What follows belongs to an exercise in optimizing a design on an open flow for small area; a production flow would make more cautious choices.
Only simulation tests tie the RTL to the original design; equivalence was not proved.
The clock cells of run 7 come from the design's own scripts or RTL, not from TritonCTS.
The flow treats the clock pin as an ideal source. Dropping or thinning the clock tree relies on that and would not hold on a real chip.
Power figures rest on the tool's default switching activity, not on a simulated workload.

===== flow/flow/area.abc =====
strash
 &get -n
 &fraig -x
 &put
 scorr
 dc2
 strash
 &get -n
 &dch -f
 &nf -a
 &put

===== flow/flow/synth.tcl =====
# The standard synthesis (synth_recipe.tcl) with two changes to the combinational mapping only:
# Yosys's synth runs without its internal quick ABC pass (so full adders are extracted from the
# RTL's own adder structure), and the final ABC mapping uses flow/area.abc. Register inference,
# flip-flop mapping, flattening and renaming are unchanged.
proc synth {args} { yosys synth -nofsm -noshare -noabc {*}$args }
proc abc {args} {
  set i [lsearch -exact $args -script]
  if {$i >= 0} { lset args [expr {$i+1}] $::env(OWN_ABC_SCRIPT) }
  yosys abc {*}$args
}
source $::env(SCRIPTS_DIR)/synth.tcl
# left out here: clear keep_hierarchy, flatten, clean up, hide names made inside functions, write 1_2_yosys.v

===== flow/flow/run.sh =====
#!/bin/bash
# Own layout flow: the standard flow (standard.sh) with changes that only affect how the
# layout is built:
#  - synthesis: flow/synth.tcl (the standard flow's synthesis script with an area-oriented ABC mapping;
#    same registers, names and cell types),
#  - port buffers use the smallest buffer cell,
#  - clock tree synthesis builds one level of large clock buffers without dummy loads,
set -euo pipefail
here=$(pwd)
export OWN_ABC_SCRIPT="$here/flow/area.abc"
export BUFFER_PORTS_ARGS="-buffer_cell sky130_fd_sc_hd__buf_1"
export CTS_ARGS="-sink_clustering_enable -repair_clock_nets -sink_clustering_size 32 -sink_clustering_max_diameter 100 -buf_list sky130_fd_sc_hd__clkbuf_16 -dont_use_dummy_load -distance_between_buffers 1000 -branching_point_buffers_distance 1000"
sed "s#SYNTH_SCRIPT=[^ ]*#SYNTH_SCRIPT=$here/flow/synth.tcl#" standard.sh > own_standard.sh
bash own_standard.sh finish > make_flow.log 2>&1

===== flow/design.v =====
module poly_fir_stage1 #(
    parameter int DECIMATION_FACTOR = 9,
    parameter int TAP_LEN          = 63,
    parameter int DATA_WIDTH       = 16,
    parameter int COEF_WIDTH       = 16,
    parameter int BUF_LEN          = 64
    )(
    input  logic                          clk,
    input  logic                          rst,
    input  logic                          din_valid,
    output logic                          dout_valid,
    input  logic signed [DATA_WIDTH-1:0]  din,
    output logic signed [DATA_WIDTH-1:0]  dout
    );
    localparam int LW = 20;           
    localparam int HW = 32 - LW;      
    wire accept = din_valid & ~rst;
    logic       qs;
    logic [2:0] qm;
    always_ff @(posedge clk) begin
        if (rst) begin
            qs <= 1'b0;
            qm <= 3'd4;
        end else if (accept) begin
            if (qs) begin
                if (qm == 3'd1) begin
                    qs <= 1'b0;
                    qm <= 3'd0;
                end else begin
                    qm <= qm - 3'd1;
                end
            end else begin
                if (qm == 3'd4) qs <= 1'b1;
                else qm <= qm + 3'd1;
            end
        end
    end
    logic       go;
    logic       busy;
    logic [1:0] r;
    logic [2:0] j;
    wire last = busy & (j == 3'd6) & (r == 2'd3);
    wire       busy_n = rst ? 1'b0 : (go | (busy & ~last));
    wire [2:0] j_n = (go | (j == 3'd6)) ? 3'd0 : j + 3'd1;
    wire [1:0] r_n = go ? 2'd0 : ((j == 3'd6) ? r + 2'd1 : r);
    always_ff @(posedge clk) begin
        go   <= accept;
        busy <= busy_n;
        j    <= j_n;
        r    <= r_n;
    end
    wire blk_end = last & ~qs & (qm == 3'd4);
    logic       ks, ks_n;
    logic [1:0] km, km_n;
    always_comb begin
        ks_n = ks;
        km_n = km;
        if (!blk_end) begin
            if (ks) begin
                if (km == 2'd1) begin
                    ks_n = 1'b0;
                    km_n = 2'd0;
                end else begin
                    km_n = km - 2'd1;
                end
            end else begin
                if (km == 2'd3) ks_n = 1'b1;
                else km_n = km + 2'd1;
            end
        end
    end
    always_ff @(posedge clk) begin
        ks <= ks_n;
        km <= km_n;
    end
    logic [4:0] rom;
    always_comb begin
        case ({qm, ks_n ^ qs, km_n, r_n})
            8'd0: rom = 5'b00100;
            8'd1: rom = 5'b00001;
            8'd2: rom = 5'b11000;
            8'd3: rom = 5'b00100;
            8'd4: rom = 5'b00100;
            8'd5: rom = 5'b10001;
            8'd6: rom = 5'b10010;
            8'd7: rom = 5'b00010;
            8'd8: rom = 5'b00010;
            8'd9: rom = 5'b00001;
            8'd10: rom = 5'b11000;
            8'd11: rom = 5'b00001;
            8'd12: rom = 5'b10100;
            8'd13: rom = 5'b00100;
            8'd14: rom = 5'b00000;
            8'd15: rom = 5'b00000;
            8'd16: rom = 5'b00100;
            8'd17: rom = 5'b00001;
            8'd18: rom = 5'b11000;
            8'd19: rom = 5'b00100;
            8'd20: rom = 5'b00100;
            8'd21: rom = 5'b10001;
            8'd22: rom = 5'b10010;
            8'd23: rom = 5'b00010;
            8'd24: rom = 5'b00010;
            8'd25: rom = 5'b00001;
            8'd26: rom = 5'b11000;
            8'd27: rom = 5'b00001;
            8'd28: rom = 5'b10100;
            8'd29: rom = 5'b00100;
            8'd30: rom = 5'b00000;
            8'd31: rom = 5'b00000;
            8'd32: rom = 5'b10100;
            8'd33: rom = 5'b00001;
            8'd34: rom = 5'b11000;
            8'd35: rom = 5'b00100;
            8'd36: rom = 5'b11000;
            8'd37: rom = 5'b00001;
            8'd38: rom = 5'b10001;
            8'd39: rom = 5'b00010;
            8'd40: rom = 5'b00000;
            8'd41: rom = 5'b00000;
            8'd42: rom = 5'b10100;
            8'd43: rom = 5'b00001;
            8'd44: rom = 5'b10001;
            8'd45: rom = 5'b01000;
            8'd46: rom = 5'b00000;
            8'd47: rom = 5'b00000;
            8'd48: rom = 5'b10100;
            8'd49: rom = 5'b00001;
            8'd50: rom = 5'b11000;
            8'd51: rom = 5'b00100;
            8'd52: rom = 5'b10001;
            8'd53: rom = 5'b10010;
            8'd54: rom = 5'b10100;
            8'd55: rom = 5'b00010;
            8'd56: rom = 5'b00010;
            8'd57: rom = 5'b00100;
            8'd58: rom = 5'b00100;
            8'd59: rom = 5'b00000;
            8'd60: rom = 5'b10100;
            8'd61: rom = 5'b00010;
            8'd62: rom = 5'b00000;
            8'd63: rom = 5'b00000;
            8'd64: rom = 5'b11000;
            8'd65: rom = 5'b10001;
            8'd66: rom = 5'b01000;
            8'd67: rom = 5'b00010;
            8'd68: rom = 5'b00001;
            8'd69: rom = 5'b00001;
            8'd70: rom = 5'b00000;
            8'd71: rom = 5'b00010;
            8'd72: rom = 5'b00100;
            8'd73: rom = 5'b10001;
            8'd74: rom = 5'b10010;
            8'd75: rom = 5'b00001;
            8'd76: rom = 5'b11000;
            8'd77: rom = 5'b10010;
            8'd78: rom = 5'b00001;
            8'd79: rom = 5'b00000;
            8'd80: rom = 5'b11000;
            8'd81: rom = 5'b10001;
            8'd82: rom = 5'b01000;
            8'd83: rom = 5'b00010;
            8'd84: rom = 5'b00010;
            8'd85: rom = 5'b11000;
            8'd86: rom = 5'b01000;
            8'd87: rom = 5'b00001;
            8'd88: rom = 5'b00000;
            8'd89: rom = 5'b10010;
            8'd90: rom = 5'b00100;
            8'd91: rom = 5'b00000;
            8'd92: rom = 5'b00000;
            8'd93: rom = 5'b00001;
            8'd94: rom = 5'b00000;
            8'd95: rom = 5'b00000;
            8'd96: rom = 5'b10001;
            8'd97: rom = 5'b00100;
            8'd98: rom = 5'b00100;
            8'd99: rom = 5'b00010;
            8'd100: rom = 5'b00000;
            8'd101: rom = 5'b00001;
            8'd102: rom = 5'b00001;
            8'd103: rom = 5'b00010;
            8'd104: rom = 5'b11000;
            8'd105: rom = 5'b00000;
            8'd106: rom = 5'b10001;
            8'd107: rom = 5'b00001;
            8'd108: rom = 5'b10100;
            8'd109: rom = 5'b00000;
            8'd110: rom = 5'b00001;
            8'd111: rom = 5'b00000;
            8'd112: rom = 5'b10001;
            8'd113: rom = 5'b00100;
            8'd114: rom = 5'b00100;
            8'd115: rom = 5'b00010;
            8'd116: rom = 5'b10100;
            8'd117: rom = 5'b00100;
            8'd118: rom = 5'b00010;
            8'd119: rom = 5'b00001;
            8'd120: rom = 5'b00100;
            8'd121: rom = 5'b00001;
            8'd122: rom = 5'b00010;
            8'd123: rom = 5'b00000;
            8'd124: rom = 5'b11000;
            8'd125: rom = 5'b00001;
            8'd126: rom = 5'b00000;
            8'd127: rom = 5'b00000;
            8'd128: rom = 5'b00001;
            8'd129: rom = 5'b10010;
            8'd130: rom = 5'b00100;
            8'd131: rom = 5'b00010;
            8'd132: rom = 5'b00001;
            8'd133: rom = 5'b00000;
            8'd134: rom = 5'b00010;
            8'd135: rom = 5'b00010;
            8'd136: rom = 5'b00001;
            8'd137: rom = 5'b00000;
            8'd138: rom = 5'b00000;
            8'd139: rom = 5'b00001;
            8'd140: rom = 5'b00010;
            8'd141: rom = 5'b00010;
            8'd142: rom = 5'b00001;
            8'd143: rom = 5'b00000;
            8'd144: rom = 5'b00001;
            8'd145: rom = 5'b10010;
            8'd146: rom = 5'b00100;
            8'd147: rom = 5'b00010;
            8'd148: rom = 5'b00001;
            8'd149: rom = 5'b00001;
            8'd150: rom = 5'b00001;
            8'd151: rom = 5'b00001;
            8'd152: rom = 5'b11000;
            8'd153: rom = 5'b10010;
            8'd154: rom = 5'b00010;
            8'd155: rom = 5'b00000;
            8'd156: rom = 5'b00010;
            8'd157: rom = 5'b00000;
            8'd158: rom = 5'b00000;
            8'd159: rom = 5'b00000;
            default: rom = 5'd0;
        endcase
    end
    logic [4:0] dg;
    always_ff @(posedge clk) begin
        dg <= rom & {5{busy_n}};
    end
    wire       neg = dg[4];
    wire [3:0] sel = dg[3:0];
    logic signed [15:0] x;
    always_ff @(posedge clk) begin
        if (accept) x <= din;
    end
    logic [17:0] x3;
    logic [17:0] c3;
    logic        c9;
    assign x3[0] = x[0];
    assign c3[1] = 1'b0;
    genvar gi;
    generate
        for (gi = 1; gi < 17; gi++) begin : g_x3
            wire aa = (gi < 16) ? x[gi] : x[15];
            wire bb = x[gi-1];
            wire ci = (gi == 9) ? c9 : c3[gi];
            assign x3[gi] = aa ^ bb ^ ci;
            assign c3[gi+1] = (aa & bb) | (aa & ci) | (bb & ci);
        end
    endgenerate
    assign x3[17] = x[15];
    always_ff @(posedge clk) begin
        c9 <= c3[9];
    end
    wire [18:0] xe = {{3{x[15]}}, x};
    wire [18:0] mx = ({19{sel[0]}} & xe)
                   | ({19{sel[1]}} & {xe[17:0], 1'b0})
                   | ({19{sel[2]}} & {x3[17], x3})
                   | ({19{sel[3]}} & {xe[16:0], 2'b00});
    wire [18:0] mn = mx ^ {19{neg}};
    logic [31:0] term;
    always_comb begin
        case (r)
            2'd0: term = {{13{mn[18]}}, mn};
            2'd1: term = {{10{mn[18]}}, mn, {3{neg}}};
            2'd2: term = {{7{mn[18]}}, mn, {6{neg}}};
            default: term = {{4{mn[18]}}, mn, {9{neg}}};
        endcase
    end
    localparam int UW = HW - 1;       
    logic [LW+UW:0] ring [0:6];
    wire clr  = busy & qs & (qm == 3'd4) & ~ks & (km == 2'd3) & (r == 2'd0);
    wire fin  = busy & ~qs & (qm == 3'd4) & ks & (km == 2'd3) & (r == 2'd1);
    wire role0 = ks & (km == 2'd3);
    wire [LW+UW:0] a = ring[6] & {(LW+UW+1){~clr}};
    logic e31, e31v;
    wire  a31 = e31v ? e31 : a[LW+UW];
    logic [LW-1:0] lsum;
    logic [LW:0]   lc;
    logic [HW-1:0] hsum;
    logic [HW:0]   hc;
    wire  [HW-1:0] ah = {a31, a[LW+UW:LW+1]};
    assign lc[0] = neg;
    assign hc[0] = a[LW];
    generate
        for (gi = 0; gi < LW; gi++) begin : g_lo
            assign lsum[gi] = a[gi] ^ term[gi] ^ lc[gi];
            assign lc[gi+1] = (a[gi] & term[gi]) | (a[gi] & lc[gi]) | (term[gi] & lc[gi]);
        end
        for (gi = 0; gi < HW; gi++) begin : g_hi
            assign hsum[gi] = ah[gi] ^ term[LW+gi] ^ hc[gi];
            assign hc[gi+1] = (ah[gi] & term[LW+gi]) | (ah[gi] & hc[gi]) | (term[LW+gi] & hc[gi]);
        end
    endgenerate
    always_ff @(posedge clk) begin
        ring[0] <= {hsum[UW-1:0], lc[LW], lsum};
        for (int i = 1; i < 7; i++) ring[i] <= ring[i-1];
        if (role0) e31 <= hsum[HW-1];
        if (blk_end) e31v <= 1'b0;
        else if (role0) e31v <= 1'b1;
    end
    always_ff @(posedge clk) begin
        if (rst) dout_valid <= 1'b0;
        else dout_valid <= fin;
    end
    wire [30:0] acc = {ring[0][LW+UW:LW+1], ring[0][LW-1:0]};
    wire [1:0] top = {e31, acc[30]};
    assign dout = (top == 2'b01) ? 16'sh7fff :
                  (top == 2'b10) ? 16'sh8000 : acc[30:15];
endmodule

===== flow/config.mk =====
export PLATFORM = sky130hd
export DESIGN_NAME = poly_fir_stage1
export DESIGN_NICKNAME = poly_fir_stage1
export VERILOG_FILES = /design/flow/design.v
export SDC_FILE = /design/flow/constraint.sdc
export NUM_CORES = 8
export LEC_CHECK = 0
export CAP_MARGIN = 20
export CORE_MARGIN = 2
export CORE_UTILIZATION = 65
export SLEW_MARGIN = 20

===== flow/constraint.sdc =====
create_clock -name core_clock -period 10.0 [get_ports {clk}]
set_input_delay 2.0000 -clock core_clock [delete_from_list [all_inputs] [get_ports {clk}]]
set_output_delay 2.0000 -clock core_clock [all_outputs]
set_load 0.01 [all_outputs]

===== flow/standard.sh =====
#!/bin/bash
# synth_recipe.tcl (not shown) runs the flow's synth.tcl, then flattens the netlist and writes it again
# the make line also repeats each setting of config.mk as NAME=value (left out here)
make -C /OpenROAD-flow-scripts/flow DESIGN_CONFIG=/design/flow/config.mk WORK_HOME=/design/flow/orfs CLKGATE_MAP_FILE= SYNTH_SCRIPT=/design/flow/synth_recipe.tcl "${@:-finish}"

==> run_results.csv, run 1 <==
group,metric,value,unit
routing,ant_nets,0,
timing,finalHoldViolCount,0,
clock_tree,clock_latency,480,ps
critical_path,r2r-start,"qm[1]",
synth,syn_avg_cell_area,12.4,um2
critical_path,path_class,"flip-flop to flip-flop",
clock_tree,htreeDepth,1,
placement,globalplace.congestion,0.833,
routing,wl_met3,1090,um
grt,grt_use_total,27.6,%
grt,antenna_found_initial,0,
synth,async_reset_ff_share,0,%
pwr,p_leak,3.93,nW
routing,via_count,5778,
timing,setup-tns-final,0,ps
critical_path,cp.arrival,10080,ps
layout,insertedDiodeCount,0,
layout,nNetsFinal,846,
synth,synth_top_cell_area_share,56.0,%
critical_path,end_kind,"flip-flop",
routing,wl_met1,7980,um
timing,fin_crit_sh,97.2,%
routing,wl_met2,9460,um
synth,synth-seq-cells,263,
timing,fin_crit,9720,ps
grt,grt_max_degree,41,
floorplan,dieHeight,120,um
critical_path,max_stage_delay,500,ps
pwr,powerDensity,365,mW/mm2
timing,rsz0062_at_grt,"false",
floorplan,die-area,0.0145,mm2
synth,synthTopCellsByCount,"246 x dfxtp_1, 91 x nand2_1, 45 x fa_1, 38 x nor2b_1, 32 x o21ai_0",
synth,synth_top_cell_by_area,"dfxtp_1",
clock_tree,post_cts_buffers,0,
timing,finalWorstSetupSlack,281,ps
layout,synthToLayoutAreaGrowth,8.57,%
critical_path,cpMostUsedCell,"fa_1",
layout,final_layout_size_suffix_gt1_share,3.39,%
critical_path,r2r_end,"ring[0][19]",
critical_path,worstSetupStartpointType,"flip-flop",
layout,final_cell_area,0.00954,mm2
hold_path,hold_path_depth,0,
synth,netlist_top_cells_area,"dfxtp_1 56%, fa_1 10%, edfxtp_1 5.8%, nand2_1 3.9%, a222oi_1 3.3%",
clock_tree,cts_hold_buffers,0,
clock_tree,ctsLongestPathBuffers,3,
timing,fmax,103,MHz
routing,finalWirelength,19300,um
floorplan,die_width,120,um
floorplan,fp.coreArea,0.0132,mm2
synth,post-synth-top-count-cell,"dfxtp_1",
timing,worst_pin_slew,1020,ps
routing,top_layer_used,"met4",
timing,clock_skew,53.0,ps
routing,via_per_inst,6.13,
critical_path,required,10360,ps
synth,syn-num-nets,787,
clock_tree,clkTransAtPathRegs,120,ps
timing,final_max_slew_viol_count,0,
timing,setup_viol,0,
critical_path,worst_path_max_delay_cell,"dfxtp_1",
clock_tree,cts_tree,"yes",
critical_path,reg2regPathDepth,25,
critical_path,cp_top_family,"adder cells",
synth,ys.flop_type,"dfxtp_1",
timing,slew_headroom,31.6,%
placement,place_ws,560,ps
clock_tree,ctsResizeCount,0,
hold_path,hold_path.class,"flip-flop to flip-flop",
clock_tree,numCtsBuffers,12,
critical_path,rrSetupSlack,280,ps
synth,synthCells,710,
synth,synth_edf_count,17,
routing,routedWlPerCell,20.4,um
hold_path,min_from,"ring[2][18]",
critical_path,critPathBufInv,2,
floorplan,initial_core_util,66.4,%
pwr,max-vdd-ir-drop,0.235,mV
placement,placed_area,0.00924,mm2
clock_tree,cts_root_buffer,"clkbuf_16",
floorplan,io_pins,36,
grt,gr-total-overflow,0,
placement,dpl.hpwl,12800,um
synth,syn-cell-area,0.00879,mm2
critical_path,path_max_fanout,31,
clock_tree,cts.sinks,263,
placement,portBuffers,35,
layout,n_fill_cell,838,
routing,dr.first_iter.drc_count,672,
routing,drc_errors,0,
routing,dr.pass1.iters,7,
synth,yosys_warnings,2,
hold_path,hold_end,"ring[3][18]",
synth,ys_seq_area_share,61.8,%
grt,grt_pass1_wl,31200,um
status,status,"complete, no violations",
flow_run,drv_cap,0,
grt,grt_pass1_vias,5853,
synth,synth_cell_types,50,
floorplan,rows,42,
==> power breakdown <==
group	internal [mW]	leakage, nW	total, mW	switching (mW)
Combinational	0.434	1.56	1.23	0.796
Sequential	1.55	2.22	1.74	0.190
Clock	0.218	0.148	0.510	0.293
Total	2.20	3.93	3.48	1.28
==> placed cells by master (no fill, tap or decap), types with 17 or more instances in the layout <==
cell type	instances
dfxtp_1	246
nand2_1	91
fa_1	45
nor2b_1	38
buf_1	35
o21ai_0	31
a222oi_1	29
a21oi_1	29
clkinv_1	20
xor2_1	17
edfxtp_1	17
==> through the flow <==
| stage | total power, mW | cells | utilization (%) | hold slack (ps) |
|---|---|---|---|---|
| 6_report | 3.48 | 943 | 72.1 | 329 |
| 5_1_grt | 3.68 | 943 | 72.1 | 336 |
| 4_1_cts | 3.46 | 943 | 72.1 | 329 |
| 3_5_place_dp | 2.92 | 931 | 69.8 | 312 |
| 3_3_place_gp | 2.84 | 931 | 69.8 | 310 |
| 2_1_floorplan | 2.48 | 710 | - | 310 |
==> routing by layer <==
| layer | up-vias | track usage [%] |
|---|---|---|
| li1 | 2630 | - |
| met1 | 2808 | 37.5 |
| met2 | 276 | 46.9 |
| met3 | 64 | 3.30 |
| met4 | 0 | 8.36 |
| met5 | - | 0 |
==> worst max-delay path by stage <==
stage               start     endpoint  slack (ps)  cells after the start
floorplan            r[0]  ring[0][19]          40                     25
detailed placement  qm[1]  ring[0][19]         560                     25
CTS                 qm[1]  ring[0][19]         440                     25
finish              qm[1]  ring[0][19]         280                     25
global placement    qm[1]  ring[0][19]         730                     25
global route        qm[1]  ring[0][19]          70                     25
==> layout make-up <==
| cell class | instances | area [um2] | area share (%) |
|---|---|---|---|
| timing repair buffer | 46 | 214 | 2.24 |
| inverter | 20 | 75.1 | 0.787 |
| sequential | 263 | 5440 | 57.0 |
| clock buffer | 12 | 300 | 3.15 |
| tap | 176 | 220 | 2.31 |
| multi-input combinational | 426 | 3300 | 34.6 |
==> state kept, by name, summed over array words and instances, names as in the netlist <==
name and cells:
ring 224, x 16, dg 5, j 3
qm 3, km 2, r 2, busy 1
c9 1, dout_valid 1, e31 1, e31v 1
go 1, ks 1, qs 1
==> logic make-up after synthesis <==
| family | count (synthesis) | share of synthesized area, % |
|---|---|---|
| adder cells (fa/ha/maj) | 58 | 12.1 |
| multiplexers | 3 | 0.342 |
| AO/OA/AOI/OAI | 147 | 12.0 |
| flip-flops | 263 | 61.8 |
| buffers and inverters | 21 | 0.897 |
| XOR/XNOR | 23 | 2.29 |
| AND/OR/NAND/NOR | 195 | 10.5 |
==> run 2, diff against run 1 <==
--- a/flow/flow/run.sh
+++ b/flow/flow/run.sh
@@ -11,3 +11,3 @@
 export BUFFER_PORTS_ARGS="-buffer_cell sky130_fd_sc_hd__buf_1"
-export CTS_ARGS="-sink_clustering_enable -repair_clock_nets -sink_clustering_size 32 -sink_clustering_max_diameter 100 -buf_list sky130_fd_sc_hd__clkbuf_16 -dont_use_dummy_load -distance_between_buffers 1000 -branching_point_buffers_distance 1000"
+export CTS_ARGS="-sink_clustering_enable -repair_clock_nets -sink_clustering_size 32 -sink_clustering_max_diameter 100 -buf_list sky130_fd_sc_hd__clkbuf_16 -dont_use_dummy_load -root_buf sky130_fd_sc_hd__clkbuf_8 -tree_buf sky130_fd_sc_hd__clkbuf_8"
 sed "s#SYNTH_SCRIPT=[^ ]*#SYNTH_SCRIPT=$here/flow/synth.tcl#" standard.sh > own_standard.sh
==> run 2 against run 1 <==
  * Sequential share of layout area up 0.20 points
  * Combinational power about the same
  * Wire length up 0.26%
  * Synthesized cell count unchanged
  * Largest power group unchanged
  * Cell count unchanged
  * Power down 0.78%
  * Worst setup slack better by 8.6 ps
==> run_results.csv, run 2 <==
group,metric,value,unit
critical_path,max_stage_delay,480,ps
layout,seq_area,0.00544,mm2
timing,finalHoldViolCount,0,
pwr,p_leak,3.92,nW
timing,fmax,103,MHz
synth,synth-seq-cells,263,
timing,rsz0062_at_grt,"false",
synth,synth_top_cell_area_share,56.0,%
synth,ys_seq_area_share,61.8,%
routing,via_per_inst,6.08,
grt,gr-total-overflow,0,
pwr,max-vdd-ir-drop,0.235,mV
synth,syn-num-nets,787,
hold_path,hold_path.class,"flip-flop to flip-flop",
layout,fin_util,71.8,%
synth,syn-cell-area,0.00879,mm2
floorplan,rows,42,
floorplan,io_pins,36,
layout,mostFrequentLayoutCells,"246 x dfxtp_1, 91 x nand2_1, 45 x fa_1",
routing,routedWlPerCell,20.5,um
layout,regMostFlops,"ring",
timing,setup-tns-final,0,ps
floorplan,die-area,0.0145,mm2
clock_tree,clock_latency,520,ps
layout,n_fill_cell,843,
timing,slew_headroom,31.9,%
timing,setup_viol,0,
synth,netlist_top_cells_area,"dfxtp_1 56%, fa_1 10%, edfxtp_1 5.8%, nand2_1 3.9%, a222oi_1 3.3%",
timing,fin_crit_sh,97.1,%
synth,post-synth-top-count-cell,"dfxtp_1",
clock_tree,cts_root_buffer,"clkbuf_8",
critical_path,path_class,"flip-flop to flip-flop",
routing,via_count,5731,
synth,synthCells,710,
layout,nNetsFinal,846,
placement,portBuffers,35,
synth,synth_cell_types,50,
layout,final_layout_size_suffix_gt1_share,3.39,%
clock_tree,numCtsBuffers,12,
flow_run,drv_cap,0,
critical_path,cpMostUsedCell,"fa_1",
critical_path,cp.arrival,10090,ps
routing,dr.pass1.iters,9,
layout,largest_reg_flops,224,
floorplan,dieHeight,120,um
synth,synth_edf_count,17,
timing,worst_pin_slew,1020,ps
status,status,"complete, no violations",
critical_path,worst_path_max_delay_cell,"edfxtp_1",
timing,final_max_slew_viol_count,0,
critical_path,path_max_fanout,5,
routing,finalWirelength,19300,um
routing,drc_errors,0,
floorplan,die_width,120,um
critical_path,worstSetupStartpointType,"flip-flop",
grt,antenna_found_initial,0,
floorplan,initial_core_util,66.4,%
synth,synthTopCellsByCount,"246 x dfxtp_1, 91 x nand2_1, 45 x fa_1, 38 x nor2b_1, 32 x o21ai_0",
clock_tree,post_cts_buffers,0,
clock_tree,ctsResizeCount,0,
synth,synth_top_cell_by_area,"dfxtp_1",
layout,multi_input_area,0.00330,mm2
clock_tree,cts.sinks,263,
grt,grt_pass1_wl,31200,um
layout,insertedDiodeCount,0,
layout,top_regs,"ring: 224 flops, x: 16 flops, dg: 5 flops",
placement,placed_area,0.00924,mm2
grt,grt_max_degree,41,
routing,dr.first_iter.drc_count,698,
clock_tree,htreeDepth,1,
placement,dpl.hpwl,12800,um
synth,ys.flop_type,"dfxtp_1",
critical_path,end_kind,"flip-flop",
layout,final_cell_area,0.00951,mm2
timing,clock_skew,64.7,ps
synth,async_reset_ff_share,0,%
layout,final_common_cell,"dfxtp_1",
timing,fin_crit,9710,ps
pwr,powerDensity,364,mW/mm2
critical_path,required,10380,ps
routing,ant_nets,0,
grt,grt_use_total,27.7,%
synth,yosys_warnings,2,
clock_tree,cts_tree,"yes",
synth,syn_avg_cell_area,12.4,um2
clock_tree,ctsLongestPathBuffers,3,
clock_tree,clkTransAtPathRegs,110,ps
placement,globalplace.congestion,0.833,
floorplan,fp.coreArea,0.0132,mm2
clock_tree,cts_hold_buffers,0,
layout,synthToLayoutAreaGrowth,8.19,%
pwr,finalPower,3.46,mW
grt,grt_pass1_vias,5819,
==> run 2: layer usage <==
metal / track usage (%) / up-vias / part of all wire (%)
met5: 0 / - / 0
met4: 8.72 / 0 / 3.8
met3: 3.25 / 61 / 6.1
met2: 47.0 / 287 / 48
met1: 37.6 / 2755 / 42
li1: - / 2628 / -
==> run 2: where the power goes <==
part	internal [mW]	leakage (nW)	switching, mW
Sequential	1.55	2.22	0.191
Combinational	0.435	1.56	0.795
Clock	0.190	0.132	0.291
==> run 2: path summary, 6_finish.rpt <==
check	start	endpoint	slack, ps	cells past startpoint
worst max-delay path	x[1]	ring[0][19]	290	25
worst min-delay path	ring[1][24]	ring[2][24]	320	0
worst max register to register	x[1]	ring[0][19]	290	25
worst min register to register	ring[1][24]	ring[2][24]	320	0
==> run 2: final cells by class <==
class                      instances  share of cell area (%)
clock buffer                      12                    2.80
tap                              176                    2.32
multi-input combinational        426                    34.7
timing repair buffer              46                    2.25
sequential                       263                    57.2
inverter                          20                   0.790
==> run 2: metrics by stage <==
stage / worst slack (ps) / instances / hold WS (ps)
3_3_place_gp: 731 / 931 / 310
4_1_cts: 391 / 943 / 324
3_5_place_dp: 560 / 931 / 312
5_1_grt: 33.7 / 943 / 332
6_report: 289 / 943 / 318
2_1_floorplan: 38.6 / 710 / 310
==> run 2: kinds of logic after synthesis <==
group,after synthesis,share of synthesized area [%]
AO/OA/AOI/OAI,147,12.0
XOR/XNOR,23,2.29
adder cells (fa/ha/maj),58,12.1
buffers and inverters,21,0.897
flip-flops,263,61.8
multiplexers,3,0.342
AND/OR/NAND/NOR,195,10.5
==> run 2: worst max-delay path, delay by kind of cell, from the launching register on <==
| kind | cells | cell delay [ps] |
|---|---|---|
| xor gates and xnor gates | 1 | 230 |
| DFF | 1 | 480 |
| and+or+nand+nor | 2 | 180 |
| adders and majority gates | 20 | 8020 |
| AOI/OAI and AO/OA | 2 | 690 |
==> run 3, diff against run 2 <==
==> flow/flow/area.abc (replaced) <==
strash
 &get -n
 &fraig -x
 &put
 scorr
 dc2
 strash
 &get -n
 &deepsyn -J 300
 &synch2
 &dch -f
 &nf -a -R 1000
 &put
==> run 3 against run 2 <==
  * Combinational power rose by 9.8%
  * Maximum frequency rose by 0.78%
  * Utilization fell by 0.24 points
  * Synthesized cell count fell by 0.85%
  * Sequential share of layout area rose by 0.65 points
  * Cell count fell by 0.53%
  * Wire length fell by 11%
  * Largest power group unchanged
==> run_results.csv, run 3 <==
group,metric,value,unit
grt,grt_use_total,24.9,%
synth,synth-seq-cells,263,
floorplan,io_pins,36,
synth,synth_edf_count,17,
clock_tree,cts_root_buffer,"clkbuf_8",
clock_tree,cts_hold_buffers,0,
clock_tree,htreeDepth,1,
timing,setup_viol,0,
layout,mostFrequentLayoutCells,"246 x dfxtp_1, 73 x nand2_1, 50 x nor2_1",
grt,grt_max_degree,33,
layout,top_regs,"ring: 224 flops, x: 16 flops, dg: 5 flops",
layout,insertedDiodeCount,0,
placement,dpl.hpwl,11500,um
routing,drc_errors,0,
floorplan,dieHeight,120,um
timing,finalWorstSetupSlack,364,ps
critical_path,worst_path_max_delay_cell,"fa_1",
critical_path,worstSetupStartpointType,"flip-flop",
clock_tree,ctsResizeCount,0,
layout,synthToLayoutAreaGrowth,8.30,%
clock_tree,ctsLongestPathBuffers,3,
grt,grt_use_met3,2.76,%
synth,synth_top_cell_area_share,56.7,%
clock_tree,cts.sinks,263,
grt,grt_pass1_wl,28200,um
routing,dr.first_iter.drc_count,625,
grt,use_met2,42.0,%
synth,yosys_warnings,2,
timing,worst_pin_slew,1120,ps
synth,post-synth-top-count-cell,"dfxtp_1",
critical_path,path_max_fanout,5,
grt,antenna_found_initial,0,
layout,final_layout_size_suffix_gt1_share,3.54,%
pwr,powerDensity,383,mW/mm2
synth,syn_avg_cell_area,12.3,um2
floorplan,die-area,0.0143,mm2
synth,ys.flop_type,"dfxtp_1",
clock_tree,clock_latency,520,ps
routing,via_count,5376,
layout,nNetsFinal,841,
placement,portBuffers,35,
routing,finalWirelength,17200,um
critical_path,cp_top_family,"adder cells",
critical_path,timing.critical_path.cells,"ha_1 -> a222oi_1 -> xnor2_1 -> clkinv_1 -> o21ai_0 -> fa_1 -> fa_1 -> fa_1 -> fa_1 -> fa_1 -> fa_1 -> fa_1 -> fa_1 -> fa_1 -> fa_1 -> fa_1 -> fa_1 -> fa_1 -> fa_1 -> fa_1 -> fa_1 -> fa_1 -> fa_1 -> fa_1",
grt,gr-total-overflow,0,
synth,synth_top_cell_by_area,"dfxtp_1",
timing,setup-tns-final,0,ps
synth,synth_cell_types,42,
synth,async_reset_ff_share,0,%
flow_run,drv_cap,0,
timing,finalHoldViolCount,0,
timing,rsz0062_at_grt,"false",
routing,via_per_inst,5.73,
floorplan,initial_core_util,66.1,%
synth,synthTopCellsByCount,"246 x dfxtp_1, 73 x nand2_1, 50 x nor2_1, 45 x fa_1, 42 x nor2b_1",
timing,fmax,104,MHz
floorplan,rows,42,
pwr,p_leak,3.85,nW
synth,ys_seq_area_share,62.6,%
grt,gr-usage-met1,35.6,%
placement,place_ws,476,ps
critical_path,max_stage_delay,500,ps
clock_tree,cts_tree,"yes",
critical_path,cp.arrival,10030,ps
layout,final_common_cell,"dfxtp_1",
pwr,max-vdd-ir-drop,0.159,mV
placement,globalplace.congestion,0.887,
grt,grt_pass1_vias,5335,
synth,syn-num-nets,781,
routing,ant_nets,0,
clock_tree,numCtsBuffers,12,
clock_tree,post_cts_buffers,0,
timing,clock_skew,52.9,ps
critical_path,path_class,"flip-flop to flip-flop",
critical_path,critPathBufInv,1,
timing,slew_headroom,24.5,%
layout,largest_reg_flops,224,
synth,syn-cell-area,0.00868,mm2
synth,synthCells,704,
clock_tree,clkTransAtPathRegs,110,ps
critical_path,cpMostUsedCell,"fa_1",
floorplan,die_width,120,um
status,status,"complete, no violations",
timing,fin_crit_sh,96.4,%
critical_path,end_kind,"flip-flop",
routing,routedWlPerCell,18.4,um
timing,final_max_slew_viol_count,0,
layout,regMostFlops,"ring",
routing,dr.pass1.iters,6,
timing,fin_crit,9640,ps
floorplan,fp.coreArea,0.0131,mm2
synth,netlist_top_cells_area,"dfxtp_1 57%, fa_1 10%, edfxtp_1 5.9%, nand2_1 3.2%, nor2b_1 3.0%",
grt,top_usage_layer,"met2",
critical_path,required,10390,ps
hold_path,hold_path.class,"flip-flop to flip-flop",
==> run 3: cells by family after synthesis <==
logic type	after synthesis	synth area share (%)
XOR/XNOR	26	2.62
buffers and inverters	19	0.821
flip-flops	263	62.6
multiplexers	4	0.461
adder cells (fa/ha/maj)	58	12.3
AO/OA/AOI/OAI	132	10.5
AND/OR/NAND/NOR	202	10.8
==> run 3: cell type report <==
type,count,area [um2]
Inverter,18,67.6
Multi-Input combinational cell,422,3190
Timing Repair Buffer,47,221
Tap cell,176,220
Clock buffer,12,267
Fill cell,875,3740
Sequential cell,263,5440
==> run 3: layer usage <==
metal | wire (um) | part of all wire, % | up-vias
met2 | 8370 | 49 | 194
met3 | 757 | 4.4 | 25
met4 | 310 | 1.8 | 0
li1 | - | - | 2540
met1 | 7790 | 45 | 2617
met5 | 0 | 0 | -
==> run 3: power by group <==
group	internal [mW]	leakage [nW]	switching, mW
Combinational	0.487	1.49	0.862
Clock	0.190	0.132	0.290
Sequential	1.58	2.23	0.192
Total	2.26	3.85	1.34
==> run 3: per-stage QoR <==
stage | instances | cell area, um2 | hold WS (ps) | total power [mW] | utilization (%)
detailed placement | 926 | 9130 | 312 | 3.07 | 69.5
floorplan | 704 | 8690 | 310 | 2.59 | -
CTS | 938 | 9400 | 300 | 3.61 | 71.5
finish | 938 | 9400 | 299 | 3.61 | 71.6
global route | 938 | 9400 | 307 | 3.84 | 71.6
global placement | 926 | 9130 | 309 | 3.00 | 69.5
==> run 3: final timing paths <==
check	from	cells past startpoint	slack (ps)	endpoint
setup / recovery	x[1]	24	360	ring[0][19]
setup reg to reg	x[1]	24	360	ring[0][19]
hold / removal	ring[2][25]	0	300	ring[3][25]
hold reg to reg	ring[2][25]	0	300	ring[3][25]
==> run 4, diff against run 3 <==
--- a/flow/flow/area.abc
+++ b/flow/flow/area.abc
@@ -13 +13,7 @@
  &put
+ mfs3 -a
+ strash
+ &get -n
+ &dch -f
+ &nf -a -R 1000
+ &put
==> run 4 against run 3 <==
  * Clock skew grew 13 ps
  * Via count grew 2.2%
  * Sequential power is essentially flat
  * Largest cell class unchanged
  * Critical path type unchanged
==> run_results.csv, run 4 <==
group,metric,value,unit
floorplan,die_width,119,um
clock_tree,cts_tree,"yes",
timing,rsz0062_at_grt,"false",
synth,synth-seq-cells,263,
timing,finalHoldViolCount,0,
critical_path,cp.arrival,10040,ps
layout,nNetsFinal,836,
synth,synthAdderAreaFrac,12.3,%
clock_tree,cts.sinks,263,
critical_path,worstSetupStartpointType,"flip-flop",
routing,via_per_inst,5.89,
routing,finalWirelength,18700,um
timing,slew_headroom,38.8,%
layout,top_regs,"ring: 224 flops, x: 16 flops, dg: 5 flops",
placement,dpl.hpwl,12400,um
floorplan,fp.coreArea,0.0131,mm2
floorplan,io_pins,36,
clock_tree,clock_latency,520,ps
layout,n_fill_cell,889,
critical_path,path_class,"flip-flop to flip-flop",
timing,setup-tns-final,0,ps
synth,synthCells,699,
synth,synth_edf_count,17,
pwr,max-vdd-ir-drop,0.186,mV
synth,syn_avg_cell_area,12.4,um2
routing,drc_errors,0,
clock_tree,ctsLongestPathBuffers,3,
grt,grt_pass1_vias,5434,
synth,yosys.area_share.simple,11.1,%
grt,gr-total-overflow,0,
clock_tree,htreeDepth,1,
synth,synthTopCellsByCount,"246 x dfxtp_1, 80 x nand2_1, 49 x nor2_1, 45 x fa_1, 41 x nor2b_1",
hold_path,hold_path.class,"flip-flop to flip-flop",
layout,largest_reg_flops,224,
placement,place_ws,440,ps
synth,syn-cell-area,0.00865,mm2
pwr,powerDensity,372,mW/mm2
routing,ant_nets,0,
status,status,"complete, no violations",
pwr,p_leak,3.91,nW
floorplan,initial_core_util,65.9,%
layout,regMostFlops,"ring",
synth,synth_top_cell_area_share,56.9,%
layout,synthToLayoutAreaGrowth,8.27,%
pwr,finalPower,3.48,mW
layout,insertedDiodeCount,0,
routing,routedWlPerCell,20.0,um
synth,synth_top_cell_by_area,"dfxtp_1",
layout,mostFrequentLayoutCells,"246 x dfxtp_1, 80 x nand2_1, 49 x nor2_1",
timing,worst_pin_slew,916,ps
synth,synth_top_family_by_area,"adder cells",
layout,multi_input_area,0.00317,mm2
placement,portBuffers,35,
layout,final_common_cell,"dfxtp_1",
flow_run,drv_cap,0,
routing,via_count,5492,
grt,grt_use_total,26.9,%
placement,placed_area,0.00909,mm2
synth,synth_cell_types,42,
timing,setup_viol,0,
timing,fin_crit_sh,96.5,%
timing,fmax,104,MHz
critical_path,path_max_fanout,31,
routing,dr.pass1.iters,6,
layout,seq_area,0.00544,mm2
layout,final_layout_size_suffix_gt1_share,3.30,%
clock_tree,cts_root_buffer,"clkbuf_8",
synth,netlist_top_cells_area,"dfxtp_1 57%, fa_1 10%, edfxtp_1 5.9%, nand2_1 3.5%, nor2b_1 3.0%",
grt,grt_max_degree,33,
synth,ys.flop_type,"dfxtp_1",
floorplan,die-area,0.0142,mm2
critical_path,required,10390,ps
clock_tree,post_cts_buffers,0,
clock_tree,clkTransAtPathRegs,110,ps
grt,antenna_found_initial,0,
synth,async_reset_ff_share,0,%
grt,grt_pass1_wl,29500,um
synth,ys_seq_area_share,62.8,%
timing,clock_skew,66.2,ps
clock_tree,cts_hold_buffers,0,
synth,post-synth-top-count-cell,"dfxtp_1",
synth,synth_xor_area_share,2.63,%
synth,synthMuxAreaShare,0.578,%
timing,final_max_slew_viol_count,0,
timing,finalWorstSetupSlack,354,ps
synth,synth_compound_area_share,9.89,%
layout,final_cell_area,0.00937,mm2
placement,globalplace.congestion,0.875,
synth,syn-num-nets,776,
clock_tree,numCtsBuffers,12,
synth,yosys_warnings,2,
floorplan,rows,42,
clock_tree,ctsResizeCount,0,
floorplan,dieHeight,119,um
critical_path,end_kind,"flip-flop",
timing,fin_crit,9650,ps
routing,dr.first_iter.drc_count,644,
## run 4: cell count changes after synthesis, moves of 2 or more
cell and delta:
nand2_1 +7, a21oi_1 -5, a31oi_1 -5, clkinv_1 -3, o211ai_1 -3, o22ai_1 -3, a211oi_1 +2, o21a_1 +2
o31ai_1 +2, or3_1 +2, xnor2_1 -2, xor2_1 +2
## run 4: stage by stage
| step | hold WS, ps | util, % | instances |
|---|---|---|---|
| after global placement | 310 | 69.2 | 920 |
| after detailed placement | 312 | 69.2 | 920 |
| final | 328 | 71.3 | 933 |
| after floorplan | 310 | - | 699 |
| after global routing | 330 | 71.3 | 933 |
| after CTS | 325 | 71.2 | 932 |
## run 4: power breakdown
part	leakage [nW]	total (mW)	switching [mW]	internal [mW]
Combinational	1.55	1.22	0.783	0.434
Clock	0.132	0.487	0.296	0.191
Sequential	2.23	1.78	0.212	1.57
## run 4: final cells by class
| type | instances | area share, % |
|---|---|---|
| clock buffer | 12 | 2.84 |
| inverter | 15 | 0.601 |
| multi-input combinational | 420 | 33.8 |
| sequential | 263 | 58.0 |
| tap | 176 | 2.35 |
| timing repair buffer | 47 | 2.36 |
## run 4: final timing paths
path | start | endpoint | slack, ps | cells past startpoint
worst max-delay path | qm[0] | ring[0][19] | 350 | 25
worst min-delay path | ring[1][7] | ring[2][7] | 330 | 0
worst max register to register | qm[0] | ring[0][19] | 350 | 25
worst min register to register | ring[1][7] | ring[2][7] | 330 | 0
## run 4: worst max-delay path: stages, from the launching register on
cell and delay, ps:
dfxtp_1 500, clkinv_1 210, ha_1 240, nand2_1 140
nor3_4 260, buf_4 370, nor2b_1 130, fa_1 460
fa_1 420, fa_1 410, fa_1 410, fa_1 400
fa_1 400, fa_1 390, fa_1 400, fa_1 420
fa_1 400, fa_1 400, fa_1 390, fa_1 390
fa_1 390, fa_1 380, fa_1 390, fa_1 410
fa_1 410, fa_1 440
## run 4: cells by family after synthesis
kind of cell               count (synthesis)
buffers and inverters                     16
adders and majority gates                 58
DFF                                      263
AOI/OAI and AO/OA                        122
and+or+nand+nor                          209
muxes                                      5
xor gates and xnor gates                  26
## run 4: layer usage
metal,global-route usage [%],up-vias,wire (um)
li1,-,2518,-
met1,37.5,2683,8070
met2,45.3,250,9070
met3,3.59,41,1080
met4,6.18,0,484
met5,0,-,0
==> run 5, diff against run 4 <==
--- a/flow/config.mk
+++ b/flow/config.mk
@@ -10,2 +10,3 @@
 export CORE_UTILIZATION = 65
+export GPL_TIMING_DRIVEN = 0
 export SLEW_MARGIN = 20
==> run 5 against run 4 <==
  * Count of clock-buffer cells in the layout stayed put
  * Non-clock buffer count decreased by 8
  * Critical path type unchanged
  * Clock power fell by 3%
==> run_results.csv, run 5 <==
group,metric,value,unit
status,status,"complete, no violations",
synth,async_reset_ff_share,0,%
timing,finalHoldViolCount,0,
pwr,powerDensity,364,mW/mm2
clock_tree,htreeDepth,1,
layout,final_common_cell,"dfxtp_1",
pwr,p_switching,1.23,mW
critical_path,required,10370,ps
clock_tree,clkTransAtPathRegs,110,ps
routing,dr.pass1.iters,9,
routing,ant_nets,0,
grt,grt_use_met3,3.45,%
critical_path,path_class,"flip-flop to flip-flop",
clock_tree,ctsLongestPathBuffers,3,
critical_path,worstSetupStartpointType,"flip-flop",
synth,syn_avg_cell_area,12.4,um2
timing,fmax,104,MHz
clock_tree,cts.sinks,263,
placement,globalplace.congestion,0.883,
synth,synthTopCellsByCount,"246 x dfxtp_1, 80 x nand2_1, 49 x nor2_1, 45 x fa_1, 41 x nor2b_1",
clock_tree,clock_latency,500,ps
pwr,p_leak,3.88,nW
timing,slew_headroom,25.1,%
grt,grt_pass1_wl,26800,um
timing,final_max_slew_viol_count,0,
floorplan,initial_core_util,65.9,%
layout,largest_reg_flops,224,
critical_path,max_stage_delay,520,ps
clock_tree,cts_tree,"yes",
critical_path,cpMostUsedCell,"fa_1",
synth,synth-seq-cells,263,
timing,rsz0062_at_grt,"false",
layout,nNetsFinal,828,
hold_path,hold_path.class,"flip-flop to flip-flop",
pwr,combPwrFrac,34.0,%
grt,use_met2,39.3,%
layout,n_fill_cell,856,
routing,via_per_inst,5.71,
pwr,power.share.clock,14.0,%
synth,syn-cell-area,0.00865,mm2
grt,antenna_found_initial,0,
critical_path,critPathBufInv,1,
timing,fin_crit_sh,95.9,%
layout,top_regs,"ring: 224 flops, x: 16 flops, dg: 5 flops",
pwr,seq_power_share,52.0,%
floorplan,fp.coreArea,0.0131,mm2
synth,synth_cell_types,42,
routing,finalWirelength,16700,um
timing,clock_skew,62.3,ps
synth,synth_top_cell_by_area,"dfxtp_1",
placement,portBuffers,35,
critical_path,end_kind,"flip-flop",
clock_tree,cts_root_buffer,"clkbuf_8",
grt,grt_use_total,24.0,%
grt,grt_max_degree,33,
grt,top_usage_layer,"met2",
synth,yosys_warnings,2,
routing,via_count,5285,
layout,mostFrequentLayoutCells,"245 x dfxtp_1, 80 x nand2_1, 49 x nor2_1",
routing,routedWlPerCell,18.1,um
pwr,netSwitchingFraction,36.2,%
timing,worst_pin_slew,1120,ps
clock_tree,cts_hold_buffers,0,
critical_path,worst_path_max_delay_cell,"dfxtp_1",
timing,timing.hold.ws,331,ps
synth,ys.flop_type,"dfxtp_1",
synth,syn-num-nets,776,
flow_run,drv_cap,0,
timing,setup-tns-final,0,ps
floorplan,die_width,119,um
grt,grt_pass1_vias,5216,
synth,ys_seq_area_share,62.8,%
timing,fin_crit,9590,ps
synth,synthCells,699,
floorplan,rows,42,
timing,setup_viol,0,
routing,drc_errors,0,
synth,netlist_top_cells_area,"dfxtp_1 57%, fa_1 10%, edfxtp_1 5.9%, nand2_1 3.5%, nor2b_1 3.0%",
layout,regMostFlops,"ring",
synth,post-synth-top-count-cell,"dfxtp_1",
placement,dpl.hpwl,11500,um
synth,synth_top_cell_area_share,56.9,%
grt,gr-usage-met1,34.1,%
layout,insertedDiodeCount,0,
floorplan,dieHeight,119,um
critical_path,path_max_fanout,17,
routing,dr.first_iter.drc_count,670,
critical_path,cp_top_family,"adder cells",
floorplan,io_pins,36,
pwr,finalPower,3.39,mW
synth,synth_edf_count,17,
floorplan,die-area,0.0142,mm2
clock_tree,numCtsBuffers,12,
critical_path,cp.arrival,9960,ps
grt,gr-total-overflow,0,
pwr,p_int,2.17,mW
pwr,max-vdd-ir-drop,0.212,mV
layout,final_layout_size_suffix_gt1_share,3.07,%
layout,synthToLayoutAreaGrowth,7.87,%
-- run 5: cell counts after synthesis --
No cell type changed its count.
-- run 5: final timing paths --
| kind | endpoint | slack (ps) | depth (start not counted) | start |
|---|---|---|---|---|
| max | ring[0][19] | 410 | 25 | qm[0] |
| min | ring[4][19] | 330 | 0 | ring[3][19] |
| max reg2reg | ring[0][19] | 410 | 25 | qm[0] |
| min reg2reg | ring[4][19] | 330 | 0 | ring[3][19] |
-- run 5: layer usage --
layer	wire length, um	vias up	share of wire, %
li1	-	2503	-
met1	7450	2530	45
met2	7730	221	46
met3	1120	31	6.7
met4	416	0	2.5
met5	0	-	0
-- run 5: area by class of cell --
class | instances | area (um2) | share of cell area (%)
Inverter | 15 | 56.3 | 0.603
Clock buffer | 12 | 267 | 2.86
Multi-Input combinational cell | 420 | 3190 | 34.2
Tap cell | 176 | 220 | 2.36
Timing Repair Buffer | 38 | 161 | 1.73
Buffer | 1 | 3.75 | 0.0402
Sequential cell | 263 | 5440 | 58.3
-- run 5: metrics by stage --
| stage | instances | worst slack, ps | utilization, % | area, um2 |
|---|---|---|---|---|
| 2_1_floorplan | 699 | 132 | - | 8660 |
| 3_3_place_gp | 910 | -1180 | 68.6 | 9010 |
| 3_5_place_dp | 911 | -31.7 | 68.8 | 9040 |
| 4_1_cts | 925 | 79.3 | 71.0 | 9330 |
| 5_1_grt | 925 | 50.5 | 71.0 | 9330 |
| 6_report | 925 | 408 | 71.0 | 9330 |
-- run 5: repair_timing --
action,in CTS,in global routing
endpoints found under the setup margin,2,2
pin swaps,1,0
setup buffers,2,0
gates resized for setup,0,1
-- run 5: power by group through the flow --
stage | sequential [mW] | clock (mW) | combinational, mW
floorplan | 1.69 | 0 | 0.797
finish | 1.77 | 0.474 | 1.15
detailed placement | 1.78 | 0 | 1.12
global route | 1.81 | 0.518 | 1.28
global placement | 1.74 | 0 | 1.07
CTS | 1.77 | 0.483 | 1.15
-- run 5: cell families after synthesis --
family	synth area share (%)
buf+inv	0.694
flops	62.8
xor+xnor	2.63
compound gates	9.89
fa+ha+maj	12.3
simple gates	11.1
mux	0.578
==> run 6, diff against run 5 <==
--- a/flow/flow/run.sh
+++ b/flow/flow/run.sh
@@ -11,3 +11,3 @@
 export BUFFER_PORTS_ARGS="-buffer_cell sky130_fd_sc_hd__buf_1"
-export CTS_ARGS="-sink_clustering_enable -repair_clock_nets -sink_clustering_size 32 -sink_clustering_max_diameter 100 -buf_list sky130_fd_sc_hd__clkbuf_16 -dont_use_dummy_load -root_buf sky130_fd_sc_hd__clkbuf_8 -tree_buf sky130_fd_sc_hd__clkbuf_8"
+export CTS_ARGS="-sink_clustering_enable -repair_clock_nets -sink_clustering_size 24 -sink_clustering_max_diameter 60 -buf_list sky130_fd_sc_hd__clkbuf_16 -dont_use_dummy_load"
 sed "s#SYNTH_SCRIPT=[^ ]*#SYNTH_SCRIPT=$here/flow/synth.tcl#" standard.sh > own_standard.sh
==> flow/flow/area.abc (replaced) <==
strash
 &get -n
 &fraig -x
 &put
 scorr
 dc2
 strash
 &get -n
 &dch -f
 &nf -a
 &put
--- a/flow/config.mk
+++ b/flow/config.mk
@@ -9,4 +9,3 @@
 export CORE_MARGIN = 2
-export CORE_UTILIZATION = 65
-export GPL_TIMING_DRIVEN = 0
+export CORE_UTILIZATION = 60
 export SLEW_MARGIN = 20
==> run 6 against run 5 <==
  * Final area rose by 4.0%
  * Critical path type unchanged
  * Non-clock buffer count rose by 11
  * Clock skew rose by 1.6 ps
  * Worst hold slack got worse by 50 ps
  * Sequential share of layout area fell by 2.2 points
  * Flip-flop and latch count did not move
  * Largest power group unchanged
  * Maximum frequency rose by 1.6%
==> run_results.csv, run 6 <==
group,metric,value,unit
status,status,"complete, no violations",
synth,post-synth-top-count-cell,"dfxtp_1",
clock_tree,ctsResizeCount,0,
layout,n_fill_cell,1085,
synth,synthAdderAreaFrac,12.1,%
layout,seq_area,0.00544,mm2
grt,gr-usage-met1,32.5,%
critical_path,end_kind,"flip-flop",
synth,synthTopCellsByCount,"246 x dfxtp_1, 91 x nand2_1, 45 x fa_1, 38 x nor2b_1, 32 x o21ai_0",
pwr,max-vdd-ir-drop,0.201,mV
layout,final_common_cell,"dfxtp_1",
clock_tree,post_cts_buffers,0,
clock_tree,htreeDepth,1,
grt,grt_use_met3,5.09,%
pwr,powerDensity,362,mW/mm2
layout,top_regs,"ring: 224 flops, x: 16 flops, dg: 5 flops",
critical_path,reg2regPathDepth,25,
floorplan,rows,44,
grt,use_met2,35.2,%
clock_tree,cts.sinks,263,
synth,synth_top_cell_by_area,"dfxtp_1",
layout,regMostFlops,"ring",
layout,nNetsFinal,855,
grt,antenna_found_initial,0,
synth,synth_top_family_by_area,"adder cells",
grt,grt_pass1_wl,28500,um
critical_path,cp.arrival,9820,ps
layout,synthToLayoutAreaGrowth,10.4,%
routing,drc_errors,0,
layout,mostFrequentLayoutCells,"246 x dfxtp_1, 91 x nand2_1, 45 x fa_1",
synth,synth_compound_area_share,12.0,%
floorplan,die_width,125,um
floorplan,die-area,0.0156,mm2
critical_path,endpoint,"ring[0][19]",
placement,dpl.hpwl,12100,um
layout,largest_reg_flops,224,
pwr,p_leak,4.01,nW
synth,syn_avg_cell_area,12.4,um2
layout,final_layout_size_suffix_gt1_share,4.38,%
timing,slew_headroom,32.1,%
layout,insertedDiodeCount,0,
grt,top_usage_layer,"met2",
hold_path,hold_path.class,"flip-flop to flip-flop",
grt,grt_max_degree,41,
timing,finalHoldViolCount,0,
floorplan,dieHeight,125,um
synth,synth_xor_area_share,2.29,%
synth,yosys.area_share.simple,10.5,%
critical_path,path_class,"flip-flop to flip-flop",
critical_path,required,10380,ps
timing,setup-tns-final,0,ps
placement,globalplace.congestion,0.882,
clock_tree,cts_tree,"yes",
clock_tree,cts_root_buffer,"clkbuf_16",
timing,clock_skew,63.9,ps
clock_tree,clock_latency,500,ps
routing,dr.first_iter.drc_count,576,
routing,routedWlPerCell,18.0,um
synth,ys_seq_area_share,61.8,%
routing,dr.pass1.iters,8,
synth,async_reset_ff_share,0,%
timing,fin_crit_sh,94.4,%
synth,syn-cell-area,0.00879,mm2
critical_path,max_stage_delay,500,ps
critical_path,r2r-start,"x[1]",
grt,grt_pass1_vias,5591,
synth,ys.flop_type,"dfxtp_1",
timing,fmax,106,MHz
critical_path,worstSetupStartpoint,"x[1]",
clock_tree,clkTransAtPathRegs,90,ps
synth,netlist_top_cells_area,"dfxtp_1 56%, fa_1 10%, edfxtp_1 5.8%, nand2_1 3.9%, a222oi_1 3.3%",
synth,synth_cell_types,50,
critical_path,cpMostUsedCell,"fa_1",
routing,ant_nets,0,
grt,gr-total-overflow,0,
critical_path,path_max_fanout,5,
clock_tree,cts_hold_buffers,0,
critical_path,r2r_end,"ring[0][19]",
synth,synthMuxAreaShare,0.342,%
grt,grt_use_total,22.5,%
clock_tree,ctsLongestPathBuffers,3,
routing,finalWirelength,17300,um
timing,final_max_slew_viol_count,0,
critical_path,worstSetupStartpointType,"flip-flop",
synth,syn-num-nets,787,
layout,multi_input_area,0.00329,mm2
floorplan,io_pins,36,
synth,synth-seq-cells,263,
flow_run,drv_cap,0,
routing,via_per_inst,5.87,
clock_tree,numCtsBuffers,17,
layout,fin_util,67.3,%
timing,rsz0062_at_grt,"false",
critical_path,worst_path_max_delay_cell,"fa_1",
timing,worst_pin_slew,1010,ps
floorplan,initial_core_util,60.9,%
timing,fin_crit,9440,ps
synth,synth_top_cell_area_share,56.0,%
placement,portBuffers,35,
synth,synth_edf_count,17,
floorplan,fp.coreArea,0.0144,mm2
timing,setup_viol,0,
synth,synthCells,710,
timing,timing.hold.ws,281,ps
critical_path,rrSetupSlack,560,ps
synth,yosys_warnings,2,
routing,via_count,5636,
==> run 6: layout make-up <==
cell class,instances,share of cell area (%)
sequential,263,56.0
timing repair buffer,50,2.51
clock buffer,17,4.38
tap,184,2.37
multi-input combinational,426,33.9
inverter,20,0.774
==> run 6: cells by family after synthesis <==
kind of cell,after synthesis
AOI/OAI and AO/OA,147
xor gates and xnor gates,23
adders and majority gates,58
buffers and inverters,21
DFF,263
muxes,3
and+or+nand+nor,195
==> run 6: how the worst min path moves through the flow <==
stage | startpoint | cells after the start | to
final | ring[1][8] | 0 | ring[2][8]
after global routing | ring[1][8] | 0 | ring[2][8]
after CTS | ring[1][8] | 0 | ring[2][8]
after detailed placement | ring[0][11] | 0 | ring[1][11]
after global placement | ring[4][28] | 0 | ring[5][28]
after floorplan | ring[0][0] | 0 | ring[1][0]
==> run 6: report_power, final <==
group,total [mW],internal [mW],switching (mW)
logic,1.20,0.423,0.778
clock network,0.608,0.302,0.306
registers,1.70,1.55,0.149
total,3.51,2.28,1.23
==> run 6: worst max-delay path, delay by kind of cell (launching register included) <==
family                     cells  cell delay, ps
adders and majority gates     20            8000
AOI/OAI and AO/OA              2             540
DFF                            1             480
xor gates and xnor gates       1             210
and+or+nand+nor                2             140
==> run 6: metrics by stage <==
stage | setup slack [ps] | instances | power (mW) | area, um2
floorplan | 38.6 | 710 | 2.48 | 8790
global placement | 815 | 943 | 2.86 | 9280
detailed placement | 613 | 943 | 2.91 | 9280
CTS | 584 | 960 | 3.54 | 9700
global route | 223 | 960 | 3.75 | 9700
finish | 559 | 960 | 3.51 | 9700
==> run 6: metal layers <==
layer | part of all wire, % | wire, um
met2 | 46 | 7900
met1 | 45 | 7740
met3 | 7.2 | 1240
met4 | 2.2 | 384
met5 | 0 | 0
==> run 7, diff against run 6 <==
--- a/flow/flow/run.sh
+++ b/flow/flow/run.sh
@@ -11,3 +11,6 @@
 export BUFFER_PORTS_ARGS="-buffer_cell sky130_fd_sc_hd__buf_1"
-export CTS_ARGS="-sink_clustering_enable -repair_clock_nets -sink_clustering_size 24 -sink_clustering_max_diameter 60 -buf_list sky130_fd_sc_hd__clkbuf_16 -dont_use_dummy_load"
+export PRE_CTS_TCL="$here/flow/cts_manual.tcl"
+export OWN_CTS_LEAVES=9 OWN_CTS_COLS=3 OWN_CTS_CLOCK_PORT=clk
+export OWN_CTS_LEAF_BUF=sky130_fd_sc_hd__clkbuf_16 OWN_CTS_ROOT_BUF=sky130_fd_sc_hd__clkbuf_8
+export CTS_ARGS="-sink_clustering_enable -repair_clock_nets -sink_clustering_size 32 -sink_clustering_max_diameter 100 -buf_list sky130_fd_sc_hd__clkbuf_16 -dont_use_dummy_load -root_buf sky130_fd_sc_hd__clkbuf_8 -tree_buf sky130_fd_sc_hd__clkbuf_8"
 sed "s#SYNTH_SCRIPT=[^ ]*#SYNTH_SCRIPT=$here/flow/synth.tcl#" standard.sh > own_standard.sh
==> flow/flow/area.abc (replaced) <==
strash
 &get -n
 &fraig -x
 &put
 scorr
 dc2
 strash
 &get -n
 &deepsyn -J 300
 &synch2
 &dch -f
 &nf -a -R 1000
 &put
==> flow/flow/cts_manual.tcl (new file) <==
# Clock tree for this design, built in place of clock_tree_synthesis (sourced by ORFS cts.tcl
# through PRE_CTS_TCL). One root buffer drives OWN_CTS_LEAVES leaf buffers; the flip-flops are
# split into that many groups of equal size (columns by x, then rows by y) and each leaf buffer
# sits at the centre of its group. Detailed placement in cts.tcl then legalizes the buffers.
rename clock_tree_synthesis ::orfs_clock_tree_synthesis
proc clock_tree_synthesis {args} {
  set block [ord::get_db_block]
  set db [ord::get_db]
  set nleaf $::env(OWN_CTS_LEAVES)
  set ncol $::env(OWN_CTS_COLS)
  set leaf_master [$db findMaster $::env(OWN_CTS_LEAF_BUF)]
  set root_master [$db findMaster $::env(OWN_CTS_ROOT_BUF)]
  set clk_net [[$block findBTerm $::env(OWN_CTS_CLOCK_PORT)] getNet]
  set sinks {}
  foreach it [$clk_net getITerms] {
    set bb [[$it getInst] getBBox]
    lappend sinks [list $it [expr {([$bb xMin] + [$bb xMax]) / 2}] [expr {([$bb yMin] + [$bb yMax]) / 2}]]
  }
  set n [llength $sinks]
  puts "manual CTS: $n sinks, $nleaf leaves in $ncol columns"
  set sinks [lsort -integer -index 1 $sinks]
  # split into columns with leaf counts as even as possible, sinks per leaf as even as possible
  set groups {}
  set pos 0
  set leaves_left $nleaf
  for {set c 0} {$c < $ncol} {incr c} {
    set lc [expr {int(ceil(double($leaves_left) / ($ncol - $c)))}]
    set cnt [expr {int(round(double($n - $pos) * $lc / $leaves_left))}]
    set col [lsort -integer -index 2 [lrange $sinks $pos [expr {$pos + $cnt - 1}]]]
    set p2 0
    for {set l 0} {$l < $lc} {incr l} {
      set c2 [expr {int(round(double($cnt - $p2) / ($lc - $l)))}]
      lappend groups [lrange $col $p2 [expr {$p2 + $c2 - 1}]]
      incr p2 $c2
    }
    incr pos $cnt
    incr leaves_left -$lc
  }
  set root [odb::dbInst_create $block $root_master "clkbuf_root_own"]
  set root_net [odb::dbNet_create $block "clknet_root_own"]
  $root_net setSigType CLOCK
  set lx 0; set ly 0
  set i 0
  foreach g $groups {
    set sx 0; set sy 0
    foreach s $g { incr sx [lindex $s 1]; incr sy [lindex $s 2] }
    set cx [expr {$sx / [llength $g]}]
    set cy [expr {$sy / [llength $g]}]
    set buf [odb::dbInst_create $block $leaf_master "clkbuf_leaf_own_$i"]
    set net [odb::dbNet_create $block "clknet_leaf_own_$i"]
    $net setSigType CLOCK
    $buf setLocation $cx $cy
    $buf setPlacementStatus PLACED
    [$buf findITerm A] connect $root_net
    [$buf findITerm X] connect $net
    foreach s $g {
      set it [lindex $s 0]
      $it disconnect
      $it connect $net
    }
    puts "manual CTS: leaf $i at ($cx, $cy) drives [llength $g] sinks"
    incr lx $cx; incr ly $cy
    incr i
  }
  $root setLocation [expr {$lx / $nleaf}] [expr {$ly / $nleaf}]
  $root setPlacementStatus PLACED
  [$root findITerm A] connect $clk_net
  [$root findITerm X] connect $root_net
  set_propagated_clock [all_clocks]
}
--- a/flow/config.mk
+++ b/flow/config.mk
@@ -9,3 +9,3 @@
 export CORE_MARGIN = 2
-export CORE_UTILIZATION = 60
+export CORE_UTILIZATION = 65
 export SLEW_MARGIN = 20
==> run 7 against run 6 <==
  * Largest power group unchanged
  * Still clean
  * Critical endpoint unchanged
  * First-iteration DRC count up 13%
  * Combinational power grew 12%
  * Final area shrank 3.4%
  * Utilization grew 4.1 points
  * Cell count shrank 2.5%
==> run_results.csv, run 7 <==
group,metric,value,unit
status,status,"complete, no violations",
floorplan,die_width,120,um
layout,synthToLayoutAreaGrowth,7.99,%
flow_run,drv_cap,0,
critical_path,path_class,"flip-flop to flip-flop",
timing,clock_skew,15.7,ps
routing,via_count,5362,
critical_path,cpMostUsedCell,"fa_1",
grt,grt_pass1_vias,5318,
timing,setup_viol,0,
floorplan,io_pins,36,
floorplan,initial_core_util,66.1,%
routing,finalWirelength,17100,um
floorplan,dieHeight,120,um
layout,top_regs,"ring: 224 flops, x: 16 flops, dg: 5 flops",
routing,via_per_inst,5.73,
layout,final_cell_area,0.00937,mm2
synth,syn-cell-area,0.00868,mm2
grt,antenna_found_initial,0,
layout,largest_reg_flops,224,
synth,async_reset_ff_share,0,%
grt,grt_use_total,24.4,%
grt,gr-total-overflow,0,
synth,synth_xor_area_share,2.62,%
clock_tree,ctsResizeCount,0,
synth,yosys.area_share.simple,10.8,%
pwr,p_leak,3.83,nW
placement,dpl.hpwl,11500,um
routing,drc_errors,0,
synth,ys.flop_type,"dfxtp_1",
pwr,finalPower,3.57,mW
timing,slew_headroom,25.2,%
synth,synth_edf_count,17,
hold_path,hold_path.class,"flip-flop to flip-flop",
critical_path,cp.arrival,10010,ps
critical_path,timing.critical_path.cells,"ha_1 -> a222oi_1 -> xnor2_1 -> clkinv_1 -> o21ai_0 -> fa_1 -> fa_1 -> fa_1 -> fa_1 -> fa_1 -> fa_1 -> fa_1 -> fa_1 -> fa_1 -> fa_1 -> fa_1 -> fa_1 -> fa_1 -> fa_1 -> fa_1 -> fa_1 -> fa_1 -> fa_1 -> fa_1",
layout,mostFrequentLayoutCells,"246 x dfxtp_1, 73 x nand2_1, 50 x nor2_1",
floorplan,fp.coreArea,0.0131,mm2
floorplan,die-area,0.0143,mm2
synth,synth_top_cell_area_share,56.7,%
synth,syn_avg_cell_area,12.3,um2
critical_path,cp_top_family,"adder cells",
synth,ys_seq_area_share,62.6,%
critical_path,critPathBufInv,1,
grt,grt_pass1_wl,28000,um
clock_tree,clock_latency,480,ps
layout,multi_input_area,0.00319,mm2
critical_path,path_max_fanout,5,
timing,rsz0062_at_grt,"false",
synth,synthMuxAreaShare,0.461,%
placement,globalplace.congestion,0.887,
layout,final_common_cell,"dfxtp_1",
layout,n_fill_cell,873,
timing,finalHoldViolCount,0,
synth,post-synth-top-count-cell,"dfxtp_1",
pwr,powerDensity,381,mW/mm2
critical_path,required,10360,ps
synth,synth_top_cell_by_area,"dfxtp_1",
timing,worst_pin_slew,1110,ps
synth,netlist_top_cells_area,"dfxtp_1 57%, fa_1 10%, edfxtp_1 5.9%, nand2_1 3.2%, nor2b_1 3.0%",
critical_path,max_stage_delay,490,ps
critical_path,worst_path_max_delay_cell,"edfxtp_1",
synth,synth-seq-cells,263,
timing,fin_crit,9650,ps
timing,setup-tns-final,0,ps
layout,fin_util,71.4,%
layout,nNetsFinal,839,
routing,dr.first_iter.drc_count,652,
timing,fin_crit_sh,96.5,%
synth,synthCells,704,
routing,dr.pass1.iters,9,
[run 7: changes by cell type in the layout (fill, tap and decap cells not counted), sizes merged, moves of 7 or more]
cell / delta
clkbuf: -7
nor3: -8
a222oi: -14
nand2: -18
nor2: +34
a22oi: +17
[run 7: through the flow]
| step | hold slack, ps | worst slack (ps) | instances |
|---|---|---|---|
| 2_1_floorplan | 310 | 103 | 704 |
| 3_3_place_gp | 309 | 774 | 926 |
| 3_5_place_dp | 312 | 476 | 926 |
| 4_1_cts | 328 | 416 | 936 |
| 5_1_grt | 335 | 86.9 | 936 |
| 6_report | 326 | 347 | 936 |
[run 7: cell families after synthesis]
family,Yosys count
adders and majority gates,58
xor gates and xnor gates,26
buffers and inverters,19
muxes,4
AOI/OAI and AO/OA,132
and+or+nand+nor,202
DFF,263
[run 7: layout make-up]
cell class | instances | share of cell area, %
Buffer | 10 | 2.55
Sequential cell | 263 | 58.0
Tap cell | 176 | 2.35
Multi-Input combinational cell | 422 | 34.0
Inverter | 18 | 0.721
Timing Repair Buffer | 47 | 2.36
[run 7: metal layers]
metal  global-route usage [%]  vias to the layer above  part of all wire (%)
met5                        0                        -                     0
met4                     2.13                        0                   1.1
met3                     1.76                       16                   4.4
met2                     41.8                      179                    49
met1                     35.9                     2635                    46
li1                         -                     2532                     -
[run 7: final timing paths]
| kind | from | slack [ps] | endpoint | depth (start not counted) |
|---|---|---|---|---|
| worst max-delay path | x[1] | 350 | ring[0][19] | 24 |
| worst min-delay path | ring[5][6] | 330 | ring[6][6] | 0 |
| worst max register to register | x[1] | 350 | ring[0][19] | 24 |
| worst min register to register | ring[5][6] | 330 | ring[6][6] | 0 |
[run 7: worst reg2reg max path, delay by kind of cell, from the launching register on]
family	cells	cell delay [ps]
AO/OA/AOI/OAI	2	600
adder cells (fa/ha/maj)	20	8130
flip-flops	1	490
XOR/XNOR	1	230
buffers and inverters	1	70
[run 7: where the power goes]
group / internal [mW] / total (mW) / leakage (nW) / switching (mW)
logic: 0.484 / 1.34 / 1.49 / 0.853
clock network: 0.171 / 0.453 / 0.118 / 0.282
registers: 1.58 / 1.78 / 2.23 / 0.196
total: 2.24 / 3.57 / 3.83 / 1.33

Check on run 7: ideal ports give 0.347 ns setup slack; a clkbuf_16 on the clock port and buf_2 on the inputs give 0.347 ns; moving port delays by the midpoint clock arrival (0.510 ns) as well gives 0.347 ns.
